What follows belongs to an exercise in optimizing a design on an open flow for a short achievable clock period and few clock cycles; a production flow would make more cautious choices.
The RTL was checked by simulation tests, not by an equivalence proof against the original design.

==> wip/harbor <==
==> flow/design.v (excerpt) <==
module e203_tcm_cpu (
  input                          clk,
  input                          rst_n,
  output                         itcm_ram_cs,
  output                         itcm_ram_we,
  output [(16-3)-1:0] itcm_ram_addr,
  output [8-1:0] itcm_ram_wem,
  output [64-1:0] itcm_ram_din,
  input  [64-1:0] itcm_ram_dout,
  output                         dtcm_ram_cs,
  output                         dtcm_ram_we,
  output [(16-2)-1:0] dtcm_ram_addr,
  output [4-1:0] dtcm_ram_wem,
  output [32-1:0] dtcm_ram_din,
  input  [32-1:0] dtcm_ram_dout
);
  reg [1:0] rst_sync_r;
  always @(posedge clk or negedge rst_n) begin
    if (rst_n == 1'b0) rst_sync_r <= 2'b00;
    else               rst_sync_r <= {rst_sync_r[0], 1'b1};
  end
  wire rst_core_n = rst_sync_r[1];
  hb_core u_core (
    .clk     (clk),
    .rst_n   (rst_core_n),
    .ic_cs   (itcm_ram_cs),
    .ic_we   (itcm_ram_we),
    .ic_addr (itcm_ram_addr),
    .ic_wem  (itcm_ram_wem),
    .ic_din  (itcm_ram_din),
    .ic_dout (itcm_ram_dout),
    .dc_cs   (dtcm_ram_cs),
    .dc_we   (dtcm_ram_we),
    .dc_addr (dtcm_ram_addr),
    .dc_wem  (dtcm_ram_wem),
    .dc_din  (dtcm_ram_din),
    .dc_dout (dtcm_ram_dout)
  );
endmodule
export LEC_CHECK = 0
export CAP_MARGIN = 40
export CORE_MARGIN = 2
export CORE_UTILIZATION = 22
export GPL_ROUTABILITY_DRIVEN = 1
export PLACE_DENSITY = 0.4
export SLEW_MARGIN = 40
create_clock -name core_clock -period 22.0 [get_ports {clk}]
standard.sh (not shown) runs the stock make flow with config.mk's settings and CLKGATE_MAP_FILE= SYNTH_SCRIPT=/design/flow/synth_recipe.tcl, a recipe that flattens the netlist after the stock synthesis.
==> flow/flow/run.sh <==
#!/bin/bash
set -euo pipefail
MARGIN=16
bash ./standard.sh SETUP_SLACK_MARGIN=$MARGIN finish > standard_make.log 2>&1
==> wip/xenon: changes against wip/harbor <==
--- a/flow/design.v
+++ b/flow/design.v
@@ -22,29 +22,18 @@
   wire        lsu_ic_req;      
   wire        lsu_dc_req;
   wire        mem_iss;         
   wire        lsu_we;
   wire [31:0] lsu_addr;
   wire [3:0]  lsu_wem;
   wire [31:0] lsu_wdat;
-  wire [12:0] u_btag;
-  wire [1:0]  u_bslot;
-  wire        u_pt, u_taken;
-  reg         u_bjpok, u_inv, u_lpres, flush_d;
-  wire [14:0] u_anpc;
-  reg         u_sa;
-  reg  [12:0] ua_btag, ub_btag;
-  reg  [1:0]  ua_bslot, ub_bslot;
-  reg         ua_pt, ub_pt, ua_taken, ub_taken;
-  reg  [14:0] ua_anpc, ub_anpc;
-  assign u_btag  = u_sa ? ua_btag : ub_btag;
-  assign u_bslot = u_sa ? ua_bslot : ub_bslot;
-  assign u_pt    = u_sa ? ua_pt : ub_pt;
-  assign u_taken = u_sa ? ua_taken : ub_taken;
-  assign u_anpc  = u_sa ? ua_anpc : ub_anpc;
+  reg  [12:0] u_btag;
+  reg  [1:0]  u_bslot;
+  reg         u_pt, u_taken, u_bjpok, u_inv, u_lpres, flush_d;
+  reg  [14:0] u_anpc;
   wire        bu_inv, bu_set, bu_dec, bu_inc;
   wire [NB-1:0] bu_hitv;
   wire        bu_hit;
   wire [12:0] bu_tag;
   wire [1:0]  bu_slot;
   wire [14:0] bu_tgt;
   reg         fr_v;            
@@ -112,21 +101,21 @@
   wire        pn_hit_bt = |pn_hitv;
   wire        pn_hit   = pn_hit_bt & ~lp_exit;
   wire        px_ok    = pn_hit & pn_dv;           
   wire [12:0] pn_blk   = px_ok ? pn_tn : pn_hit ? pn_tgt[14:2] : (fr_blk + 13'd1);
   wire [1:0]  pn_first = (pn_hit & ~px_ok) ? pn_tgt[1:0] : 2'b0;
   wire [12:0] cand_blk   = fr_v ? pn_blk : fnx_blk;
   wire [1:0]  cand_first = fr_v ? pn_first : fnx_first;
-  wire [12:0] nreq_blk   = cand_blk;
-  wire [1:0]  nreq_first = cand_first;
+  wire [12:0] nreq_blk   = flush ? flush_pc[14:2] : cand_blk;
+  wire [1:0]  nreq_first = flush ? flush_pc[1:0] : cand_first;
   reg         rsp2_v;
   wire [2:0]  f_infl = {1'b0, rsp_v} + {1'b0, rsp2_v} + {1'b0, fr_v, 1'b0};
-  wire        f_space = (f_infl == 3'd0) ? ~fq_v[NQ-2] : (f_infl == 3'd1) ? ~fq_v[NQ-3]
-                      : (f_infl == 3'd2) ? ~fq_v[NQ-4] : (f_infl == 3'd3) ? ~fq_v[NQ-5] : ~fq_v[NQ-6];
-  wire        f_issue = f_space & ~lsu_ic_req & ~flush;
+  wire        f_space = flush | ((f_infl == 3'd0) ? ~fq_v[NQ-2] : (f_infl == 3'd1) ? ~fq_v[NQ-3]
+                               : (f_infl == 3'd2) ? ~fq_v[NQ-4] : (f_infl == 3'd3) ? ~fq_v[NQ-5] : ~fq_v[NQ-6]);
+  wire        f_issue = f_space & ~lsu_ic_req;
   wire        f_push  = rsp_v & ~flush;
   reg         fr_fl, rsp_fl, rsp_fseq;
   reg  [2:0]  fr_fli, rsp_fli;
   reg  [12:0] rsp2_blk;
   reg  [1:0]  rsp2_first;
   reg  [63:0] rsp2_dat;
   reg  [2:0]  ic_wr_d;                  
@@ -144,18 +133,15 @@
     end else begin
       fr_v  <= f_issue;
       rsp_v <= fr_v & ~flush;
       rsp2_v <= fr_v & px_ok & ~flush;
       if (f_issue) fr_fl <= ~flush & fr_v & pn_hit & ~px_ok;
       rsp_fl <= fr_v & fr_fl & ~flush;
       ic_wr_d <= {ic_wr_d[1:0], ic_wr};
-      if (flush) begin
-        fnx_blk <= flush_pc[14:2];
-        fnx_first <= flush_pc[1:0];
-      end else if (~f_issue) begin
+      if (~f_issue) begin
         fnx_blk <= nreq_blk;
         fnx_first <= nreq_first;
       end
     end
   end
   always @(posedge clk) begin
     if (f_issue) begin
@@ -1040,19 +1026,16 @@
   wire        al_lt  = (a1[31] ^ a2[31]) ? a1[31] : al_ltu;      
   wire        al_slt = ea_sltu ? al_ltu : al_lt;
   wire [4:0]  shamt  = a2[4:0];
   wire [31:0] al_sll = a1 << shamt;
   wire [31:0] al_srl = a1 >> shamt;
   wire [31:0] al_sra = al_srl | ({32{a1[31]}} & ~(32'hFFFF_FFFF >> shamt));
   wire [31:0] fz_x  = e_fz1 ? a2 : a1;
-  wire [31:0] fz_p  = m_s2[31:0] ^ m_c2[31:0];
-  wire [31:0] fz_o  = m_s2[31:0] | m_c2[31:0];
-  wire [31:0] fz_g  = m_s2[31:0] & m_c2[31:0];
-  wire [31:0] fz_s3 = fz_x ^ fz_p;
-  wire [31:0] fz_c3 = {(fz_x[30:0] & fz_o[30:0]) | fz_g[30:0], 1'b0};
+  wire [31:0] fz_s3 = fz_x ^ m_s2[31:0] ^ m_c2[31:0];
+  wire [31:0] fz_c3 = {(fz_x[30:0] & m_s2[30:0]) | (fz_x[30:0] & m_c2[30:0]) | (m_s2[30:0] & m_c2[30:0]), 1'b0};
   wire [31:0] fz_sum;
   wire        fz_co;
   hb_ksa #(32) u_fz (.a(fz_s3), .b(fz_c3), .ci(1'b0), .s(fz_sum), .co(fz_co));
   wire        e_fz = e_fz1 | e_fz2;
   assign ch0_a = a1[15:0];
   assign ch0_b = a2[15:0];
   assign e_addt = e_alu & ea_add & ~e_fz;
@@ -1153,18 +1136,15 @@
       2'b10: st_wem = 4'b1111;
       default: st_wem = 4'b0000;
     endcase
   end
   wire [31:0] st_wdat = (eg_size == 2'b00) ? {4{op2[7:0]}} : (eg_size == 2'b01) ? {2{op2[15:0]}} : op2;
   reg         rsv_v;
   reg  [31:0] rsv_a;
-  reg         cl_v;
-  reg  [31:0] cl_a;
-  wire        cl_hit = cl_v & (cl_a == rsv_a);
-  wire        sc_ok = rsv_v & ~cl_hit & (op1 == rsv_a);      
+  wire        sc_ok = rsv_v & (op1 == rsv_a);      
   localparam A_IDLE = 3'd0, A_RD = 3'd1, A_DAT = 3'd2, A_WR = 3'd3, A_MIS = 3'd4;
   reg  [2:0]  amo_st;
   reg  [2:0]  amo_sel;     
   wire [31:0] amo_old = ({32{amo_sel[0]}} & xr_ic[31:0]) | ({32{amo_sel[1]}} & xr_ic[63:32]) | ({32{amo_sel[2]}} & xr_dc);
   wire        amo_mis = ((eg_size == 2'b01) & op1[0]) | ((eg_size == 2'b10) & (op1[1:0] != 2'b00));
   wire        amo_go = e_v & e_agu & eg_amo & ~amo_mis;
   wire [31:0] amo_b   = e_rf2;
@@ -1249,34 +1229,31 @@
   assign lsu_addr = ag_a;
   assign lsu_wem  = am_wr ? 4'b1111 : st_wem;
   assign lsu_wdat = am_wr ? amo_new : st_wdat;
   always @(posedge clk or negedge rst_n) begin
     if (!rst_n) begin
       amo_st <= A_IDLE;
       rsv_v <= 1'b0;
-      cl_v <= 1'b0;
       ir_hi <= 16'b0;
     end else begin
       case (amo_st)
         A_IDLE: if (am_rd) amo_st <= A_RD;
                 else if (e_v & e_agu & eg_amo & ~e_refetch & (amo_mis | ~sq_v)) amo_st <= A_MIS;
         A_RD:   amo_st <= A_DAT;
         A_DAT:  amo_st <= A_WR;
         default: amo_st <= A_IDLE;
       endcase
-      cl_v <= st_iss | am_wr;
       if (ld_iss & eg_excl) rsv_v <= 1'b1;
-      else if (cl_hit | (e_done & e_trap) | e_mret) rsv_v <= 1'b0;
+      else if (((st_iss | am_wr) & rsv_v & (ag_a == rsv_a)) | (e_done & e_trap) | e_mret) rsv_v <= 1'b0;
       if (e1_cm & e1_rv32) ir_hi <= e1_inst[31:16];
       else if (e_done & ~e_refetch & e_rv32) ir_hi <= e_inst[31:16];
     end
   end
   always @(posedge clk) begin
     if (ld_iss & eg_excl) rsv_a <= ag_a;
-    cl_a <= ag_a;
     amo_sel <= {ag_dtcm, ~ag_dtcm & ag_a[2], ~ag_dtcm & ~ag_a[2]};
   end
   wire        us1     = e1_ok & ~e1_lb & (b1_bxx | e1_pt);
   always @(posedge clk or negedge rst_n) begin
     if (!rst_n) begin
       u_bjpok <= 1'b0; u_inv <= 1'b0; u_lpres <= 1'b0; flush_d <= 1'b0;
     end else begin
@@ -1284,25 +1261,19 @@
       u_inv   <= ~m1_lb & (us1 ? (e1_ok & e1_pt & ~b1_bxx)
                      : ((e_done & e_refetch) | (e_done & e_pt & ~(e_bjp & e_bjpx & ~e_refetch & ~e_trap))));
       u_lpres <= m1_lb | (us1 ? (e1_ok & b1_bxx) : (e_ok & e_bjp & eb_bxx));    
       flush_d <= flush;
     end
   end
   always @(posedge clk) begin
-    u_sa     <= m1_lb | us1;
-    ua_btag  <= m1_lb ? m1_lbtag : e1_btag;
-    ua_bslot <= m1_lb ? m1_lbslot : e1_bslot;
-    ua_pt    <= m1_lb ? m1_lpt : e1_pt;
-    ua_taken <= m1_lb ? lb_taken : b1_taken;
-    ua_anpc  <= m1_lb ? m_lbnpc : e1_anpc;
-    ub_btag  <= e_btag;
-    ub_bslot <= e_bslot;
-    ub_pt    <= e_pt;
-    ub_taken <= b_taken;
-    ub_anpc  <= e_anpc;
+    u_btag  <= m1_lb ? m1_lbtag : us1 ? e1_btag : e_btag;
+    u_bslot <= m1_lb ? m1_lbslot : us1 ? e1_bslot : e_bslot;
+    u_pt    <= m1_lb ? m1_lpt : us1 ? e1_pt : e_pt;
+    u_taken <= m1_lb ? lb_taken : us1 ? b1_taken : b_taken;
+    u_anpc  <= m1_lb ? m_lbnpc : us1 ? e1_anpc : e_anpc;
   end
   generate
     for (gi = 0; gi < NB; gi = gi + 1) begin : g_btu
       assign bu_hitv[gi] = bt_v[gi] & (bt_tag[gi] == u_btag);
     end
   endgenerate
   assign bu_hit = |bu_hitv;
==> flow_summary.toml <==
[clock_tree]
cts.sinks = 5472
post_cts_buffers = 788
clkTransAtPathRegs_ps = 70

[run_status]
status = "timing/DRC/antenna clean"

[floorplanning]
dieArea_um2 = 1750000

[detailed_routing]
vias = 408224

[power_and_ir_drop]
The numbers above come from wip/xenon.

==> flow_summary.toml <==
[clock_tree]
cts-resized-gates = 2963
clkTransAtPathRegs_ps = 60
cts.sinks = 5535

[run_status]
status = "timing/DRC/antenna clean"

[synthesis]
syn_area_um2 = 385000
syn-num-nets = 44069

[floorplanning]
dieArea_um2 = 1760000

[detailed_routing]
vias = 406096
highest_layer = "met5"

[sta]
fin_crit_sh = 0.306
The numbers above come from wip/harbor.

Testbench counts of wip/harbor, summed over its fixed seeds: cycles 154,548.
Testbench counts of wip/xenon, summed over its fixed seeds: cycles 153,950.

## separate check: timing with driven ports
How much do the figures lean on ideal ports? The routed layouts below were timed once more, with nothing changed but the port constraints. Step 1, drivers: a clkbuf_16 drives clk and a buf_2 each remaining input, both assumed. Step 2 times the ports against the registers' clock, not the clock port: input delays grow and output delays shrink by t, the midpoint of the rising clock arrivals with the driver on. Slacks: ideal / step 1 / step 2; pairs: ideal / step 1.
run | t, ns | slack for setup (ns) | worst hold slack (ns) | slew at the worst register clock pin (ns) | worst data-port slew with drivers (ns)
wip/harbor | 1.471 | 15.271 / 15.271 / 14.834 | 0.301 / 0.301 / 0.301 | 0.08 / 0.08 | 0.10
wip/xenon | 1.466 | 15.101 / 15.101 / 14.541 | 0.271 / 0.271 / 0.271 | 0.09 / 0.09 | 0.11
After both steps every run listed still meets setup and hold. For wip/xenon, which loses most, drivers alone change the setup slack by 0.000 ns; drivers and shift together by -0.560 ns.
